What follows belongs to an exercise in optimizing a design on an open flow for small area; a production flow would make more cautious choices.
In this exercise RTL edits were held to simulation tests only and were not proved equivalent to the original.

## bmp280_spi_uart_v2005
module bmp280_spi_uart_v2005
#(
  parameter CLK_HZ = 50000,
  parameter BAUD   = 5000,
  parameter SCK_HZ = 12500
)(
  input  wire clk,
  input  wire rst_n,
  output wire spi_csn,
  output wire spi_sck,
  output wire spi_mosi,
  input  wire spi_miso,
  output wire uart_tx
);
  reg [6:0] g;                  
  wire [5:0] t = g[5:0];
  wire eow = (t == 6'd63);
  reg [6:0] pc;
  reg [7:0] j;
  reg first, f2;
  reg sp;
  wire [1:0] cls;
  wire [4:0] xs;
  wire [3:0] ys;
  wire [3:0] ki;
  wire [2:0] msrc;
  wire [3:0] jc;
  wire [1:0] jend;
  wire mmul;
  wire fsub;
  wire clr;
  wire mdiv;
  wire mdve;
  wire md10;
  wire conv;
  wire isT;
  wire [1:0] subm;
  wire dA;
  wire dB;
  wire dC;
  wire dD;
  wire whi;
  wire bsx;
  wire xinv;
  wire ltsign;
  wire lnz;
  wire ldsign;
  wire nzg;
  wire [7:0] chr;
  wire [1:0] ctype;
  wire [2:0] spit;
  wire lastpc;
  assign cls[0] = (pc == 7'd1) | (pc == 7'd19) | (pc == 7'd28) | (pc == 7'd29) | (pc == 7'd30) | (pc == 7'd31) | (pc == 7'd32) | (pc == 7'd33) | (pc == 7'd35) | (pc == 7'd103);
  ...
Size: roughly 1200 cells after synthesis, roughly 7 I/O pins.
Settings: LEC_CHECK=0, ABC_AREA=1, CAP_MARGIN=20, CORE_MARGIN=2, CORE_UTILIZATION=55, GPL_TIMING_DRIVEN=0, PLACE_DENSITY=0.7, SLEW_MARGIN=20, SYNTH_MEMORY_MAX_BITS=16384; clock period 1000.0 ns.
standard.sh (not shown) runs the stock make flow with config.mk's settings and CLKGATE_MAP_FILE= SYNTH_SCRIPT=/design/flow/synth_recipe.tcl, a recipe that flattens the netlist after the stock synthesis.
==> flow/flow/run.sh <==
#!/bin/bash
# Own layout flow:
#  1. the standard synthesis (standard.sh synth), unchanged;
#  2. its combinational logic re-mapped for area with a stronger ABC script
#     (resynth.ys, opt.abc); every register instance is kept as it is, same
#     name and cell;
#  3. the standard layout from that netlist, with clock tree synthesis
#     using clkbuf_4 clusters and no dummy loads.
# Each tool's output goes to a log file of its own in this folder.
set -euo pipefail
W=$PWD
R=$W/orfs/results/$FLOW_PLATFORM/bmp280_spi_uart_v2005/base
L=$W/orfs/logs/$FLOW_PLATFORM/bmp280_spi_uart_v2005/base
bash standard.sh synth > log_1_standard_synth.txt 2>&1
cp "$R/1_2_yosys.v" "$W/synth_standard.v"
LIB=$FLOW_HOME/platforms/$FLOW_PLATFORM/lib/sky130_fd_sc_hd__tt_025C_1v80.lib
DU=$(grep -o -- '-dont_use [A-Za-z0-9_]*' "$L/1_2_yosys.log" | sort -u | tr '\n' ' ')
YOSYS=$FLOW_HOME/../tools/install/yosys/bin/yosys
[ -x "$YOSYS" ] || YOSYS=yosys
sed -e "s|@LIB@|$LIB|g" -e "s|@DU@|$DU|g" -e "s|@IN@|$W/synth_standard.v|g" \
    -e "s|@OUT@|$W/synth_resynth.v|g" -e "s|@ABC@|$W/flow/opt.abc|g" -e "s|@TOP@|$FLOW_TOP|g" \
    flow/resynth.ys > "$W/resynth_run.ys"
"$YOSYS" -s "$W/resynth_run.ys" > log_2_resynth.txt 2>&1
cp "$W/synth_resynth.v" "$R/1_2_yosys.v"
rm -f "$R/1_synth.odb" "$R/1_synth.sdc"
bash standard.sh "CTS_ARGS=-sink_clustering_enable -repair_clock_nets -dont_use_dummy_load -buf_list sky130_fd_sc_hd__clkbuf_4 -sink_clustering_size 10 -sink_clustering_max_diameter 35" finish > log_3_standard_layout.txt 2>&1
==> flow/flow/opt.abc <==
&get -n
&deepsyn -T 60
&put
dch -f
amap
strash
dch -f
amap
topo
==> flow/flow/resynth.ys <==
# Re-map the combinational logic of the standard synthesis netlist for area.
# Register cells are kept as hierarchy (not flattened), so every register
# instance keeps its name and cell type.
read_liberty -ignore_miss_func @LIB@
read_verilog @IN@
hierarchy -top @TOP@
setattr -mod -set keep_hierarchy 1 sky130_fd_sc_hd__df* sky130_fd_sc_hd__edf* sky130_fd_sc_hd__sdf* sky130_fd_sc_hd__dl* sky130_fd_sc_hd__conb*
flatten
opt_clean
abc -liberty @LIB@ @DU@ -script @ABC@
opt_clean -purge
splitnets
opt_clean -purge
hilomap -singleton -hicell sky130_fd_sc_hd__conb_1 HI -locell sky130_fd_sc_hd__conb_1 LO
select @TOP@
stat -liberty @LIB@
write_verilog -noattr -nohex -nodec -selected @OUT@
The first run finished clean.
Rerun with:
--- a/flow/flow/run.sh
+++ b/flow/flow/run.sh
@@ -26 +26 @@
-bash standard.sh "CTS_ARGS=-sink_clustering_enable -repair_clock_nets -dont_use_dummy_load -buf_list sky130_fd_sc_hd__clkbuf_4 -sink_clustering_size 10 -sink_clustering_max_diameter 35" finish > log_3_standard_layout.txt 2>&1
+bash standard.sh "CTS_ARGS=-sink_clustering_enable -repair_clock_nets -dont_use_dummy_load -buf_list {sky130_fd_sc_hd__clkbuf_4 sky130_fd_sc_hd__clkbuf_8} -sink_clustering_size 16 -sink_clustering_max_diameter 50" finish > log_3_standard_layout.txt 2>&1
Effect: Via count falls by 1.1%. Clock-buffer cell count falls by 19. Global-route usage hardly moves. Utilization rises by 0.39 points. Wire length rises by 0.42%.

==> port drivers added, routing unchanged <==
No port has a modelled driver above. Below, the same layouts with a new extraction and two added sets of constraints.
Step 1, drivers: a clkbuf_16 drives clk and a buf_2 each remaining input, both assumed.
Step 2 also shifts input and output timing later by t, the mid clock arrival at the registers, as if the neighbouring blocks saw the same clock.
Three values: ideal, step 1, step 2; two values: the first two.
run	t, ns	setup slack, ns	latest minus earliest clock arrival (ns)	worst data-port slew with drivers (ns)	pins driven straight from the clock port
the first run	0.726	793.025 / 792.979 / 793.705	0.051 / 0.051	0.04	1
the second run	0.585	793.139 / 793.095 / 793.680	0.083 / 0.082	0.04	1
After both steps setup and hold are still met in every run listed.
